Context: an optimization exercise on an open-source flow, tuned for small area, a short achievable clock period and few clock cycles. The choices shown serve that exercise and are no tape-out recipe.
In this exercise RTL edits were held to simulation tests only and were not proved equivalent to the original.

== the baseline ==
// CONVEX
module CONVEX(
input               CLK,
input               RST,
input       [4:0]   PT_XY,
output              READ_PT,
output reg  [9:0]   DROP_X,
output reg  [9:0]   DROP_Y,
output reg          DROP_V);
For scale: about 520 flip-flops, roughly 29 I/O pins, about 0.028 sq mm of cells after synthesis.
Settings: LEC_CHECK=0, CAP_MARGIN=20, CORE_MARGIN=2, CORE_UTILIZATION=55, CTS_CLUSTER_DIAMETER=120, CTS_CLUSTER_SIZE=20, SETUP_SLACK_MARGIN=5, SLEW_MARGIN=20; clock period 8.5 ns.
run.sh (not shown) runs the stock make flow with config.mk's settings and CLKGATE_MAP_FILE= SYNTH_SCRIPT=/design/flow/synth_recipe.tcl, a recipe that flattens the netlist after the stock synthesis.
The baseline: full flow OK, the timing, design-rule and antenna checks passed
Testbench counts of the baseline, summed over its fixed seeds: cycles 23,933.
> inputs changed (the baseline -> the candidate)
-- flow/design.v --
<<< the baseline, line 72
end
reg         in_pass, need_last;
reg  [3:0]  tc;                             
reg  [19:0] PT, R0;
reg         r0_ok;                          
reg         fin;                            
>>> the candidate, line 72
end
reg         in_pass, need_last;
reg  [3:0]  popcnt;
reg  [19:0] PREV, PT, R0;
reg         r0_ok;                          
reg         fin;                            
<<< the baseline, line 79
wire        fin_set;
wire [3:0]  Hp_new;
reg         s1_v, s2_v;
wire [1:0]  ip      = {1'b0, s1_v} + {1'b0, s2_v};
wire [19:0] A       = (ip == 2'd0) ? Q[0] : (ip == 2'd1) ? Q[1] : Q[2];
wire [19:0] B       = need_last ? R0 : (ip == 2'd0) ? Q[1] : (ip == 2'd1) ? Q[2] : Q[3];
wire        avail2  = (cnt >= {2'd0, ip} + 4'd2);
wire        all_normal = fin && (tc + 4'd1 == Hp);
wire        last_is = in_pass && need_last && r0_ok;
wire        start   = (!in_pass || last_is) && pn_v && npts == 2'd2;
wire        direct  = pn_v && npts != 2'd2;             
wire        normal  = in_pass && !need_last && !all_normal && avail2;
assign      pn_take = start || direct;
wire        issue   = normal || last_is;
assign      pop     = s2_v;                 
always @(posedge CLK) begin
    if (start) PT <= pn;
end
always @(posedge CLK or posedge RST) begin
>>> the candidate, line 79
wire        fin_set;
wire [3:0]  Hp_new;
wire        all_popped = fin && (popcnt == Hp);
wire        last_is = in_pass && need_last && r0_ok;
wire        start   = (!in_pass || last_is) && pn_v && npts == 2'd2 && cnt != 4'd0;
wire        direct  = pn_v && npts != 2'd2;             
wire        mid_pop = in_pass && !need_last && !all_popped && cnt != 4'd0;
assign      pop     = start || mid_pop;
assign      pn_take = start || direct;
wire        issue   = mid_pop || last_is;
wire [19:0] B       = need_last ? R0 : Q[0];
always @(posedge CLK) begin
    if (start) PT <= pn;
    if (pop) PREV <= Q[0];
end
always @(posedge CLK or posedge RST) begin
<<< the baseline, line 99
        in_pass   <= 1'b0;
        need_last <= 1'b0;
        tc        <= 4'd0;
        npts      <= 2'd0;
        fin       <= 1'b0;
>>> the candidate, line 96
        in_pass   <= 1'b0;
        need_last <= 1'b0;
        popcnt    <= 4'd0;
        npts      <= 2'd0;
        fin       <= 1'b0;
<<< the baseline, line 119
        if (start) begin
            in_pass <= 1'b1;
            tc      <= 4'd0;
        end
        else if (normal) begin
            tc <= tc + 4'd1;
            if (fin && tc + 4'd2 == Hp) need_last <= 1'b1;
        end
        else if (in_pass && !need_last && all_normal)
            need_last <= 1'b1;
        if (fin_set) begin
>>> the candidate, line 116
        if (start) begin
            in_pass <= 1'b1;
            popcnt  <= 4'd1;
        end
        else if (mid_pop) begin
            popcnt <= popcnt + 4'd1;
            if (fin && popcnt + 4'd1 == Hp) need_last <= 1'b1;
        end
        else if (in_pass && !need_last && all_popped)
            need_last <= 1'b1;
        if (fin_set) begin
<<< the baseline, line 133
    end
end
reg         s1_first, s1_last;
reg  [10:0] s1_aX, s1_nY;
reg  [5:0]  s1_oneY, s1_twoY, s1_negY, s1_oneX, s1_twoX, s1_negX;
reg         s2_first, s2_last;
reg  [22:0] s2_r0, s2_r1, s2_r2;
function [17:0] booth;
>>> the candidate, line 130
    end
end
reg         s1_v, s1_first, s1_last;
reg  [19:0] s1_A;
reg  [10:0] s1_aX, s1_nY;
reg  [5:0]  s1_oneY, s1_twoY, s1_negY, s1_oneX, s1_twoX, s1_negX;
reg         s2_v, s2_first, s2_last;
reg  [19:0] s2_A;
reg  [22:0] s2_r0, s2_r1, s2_r2;
function [17:0] booth;
<<< the baseline, line 154
wire [10:0] i_bY = {1'b0, B[9:0]}   - {1'b0, PT[9:0]};
always @(posedge CLK) begin
    s1_aX <= {1'b0, A[19:10]} - {1'b0, PT[19:10]};
    s1_nY <= {1'b0, PT[9:0]}     - {1'b0, A[9:0]};
    {s1_negY, s1_twoY, s1_oneY} <= booth(i_bY);
    {s1_negX, s1_twoX, s1_oneX} <= booth(i_bX);
    s1_first <= (tc == 4'd0) && !need_last;
    s1_last  <= need_last;
end
>>> the candidate, line 153
wire [10:0] i_bY = {1'b0, B[9:0]}   - {1'b0, PT[9:0]};
always @(posedge CLK) begin
    s1_A  <= PREV;
    s1_aX <= {1'b0, PREV[19:10]} - {1'b0, PT[19:10]};
    s1_nY <= {1'b0, PT[9:0]}     - {1'b0, PREV[9:0]};
    {s1_negY, s1_twoY, s1_oneY} <= booth(i_bY);
    {s1_negX, s1_twoX, s1_oneX} <= booth(i_bX);
    s1_first <= (popcnt == 4'd1);
    s1_last  <= need_last;
end
<<< the baseline, line 167
        .r0(cs_r0), .r1(cs_r1), .r2(cs_r2));
always @(posedge CLK) begin
    s2_r0 <= cs_r0;
    s2_r1 <= cs_r1;
>>> the candidate, line 167
        .r0(cs_r0), .r1(cs_r1), .r2(cs_r2));
always @(posedge CLK) begin
    s2_A  <= s1_A;
    s2_r0 <= cs_r0;
    s2_r1 <= cs_r1;
<<< the baseline, line 180
assign      s3_last  = s2_last;
assign      s3_vis   = cs_t[22];
assign      s3_A     = Q[0];                  
always @(posedge CLK or posedge RST) begin
    if (RST) begin
>>> the candidate, line 181
assign      s3_last  = s2_last;
assign      s3_vis   = cs_t[22];
assign      s3_A     = s2_A;
always @(posedge CLK or posedge RST) begin
    if (RST) begin
--- outcome ---
- In the candidate, first-iteration DRC count is lower than in the baseline.
- Compared with the baseline, in the candidate logic depth of the worst setup path including buffers fell by 1, die area rose by about 1.3%.
- Relative to the baseline, the candidate degrades worst-case setup slack after placement.
Testbench counts of the candidate, summed over its fixed seeds: cycles 24,019.

[re-timing with driven ports]
How much do the figures lean on ideal ports? The routed layouts below were timed once more, with nothing changed but the port constraints.
Step 1 (the two cells are an assumption about what drives the block):
set clk [get_ports {CLK}]
set_driving_cell -lib_cell sky130_fd_sc_hd__clkbuf_16 $clk
set_driving_cell -lib_cell sky130_fd_sc_hd__buf_2 [delete_from_list [all_inputs] $clk]
Step 2 also shifts input and output timing later by t, the mid clock arrival at the registers, as if the neighbouring blocks saw the same clock.
Slacks: no drivers / after step 1 / after step 2; pairs: no drivers / after step 1.
run	shift t [ns]	slack for setup (ns)	worst setup path at the end	clock arrival spread, ns
the baseline	0.674	5.016 / 5.016 / 5.016	register to register	0.056 / 0.056
the candidate	0.641	5.093 / 5.093 / 5.093	register to register	0.039 / 0.039
After both steps setup and hold are still met in every run listed.
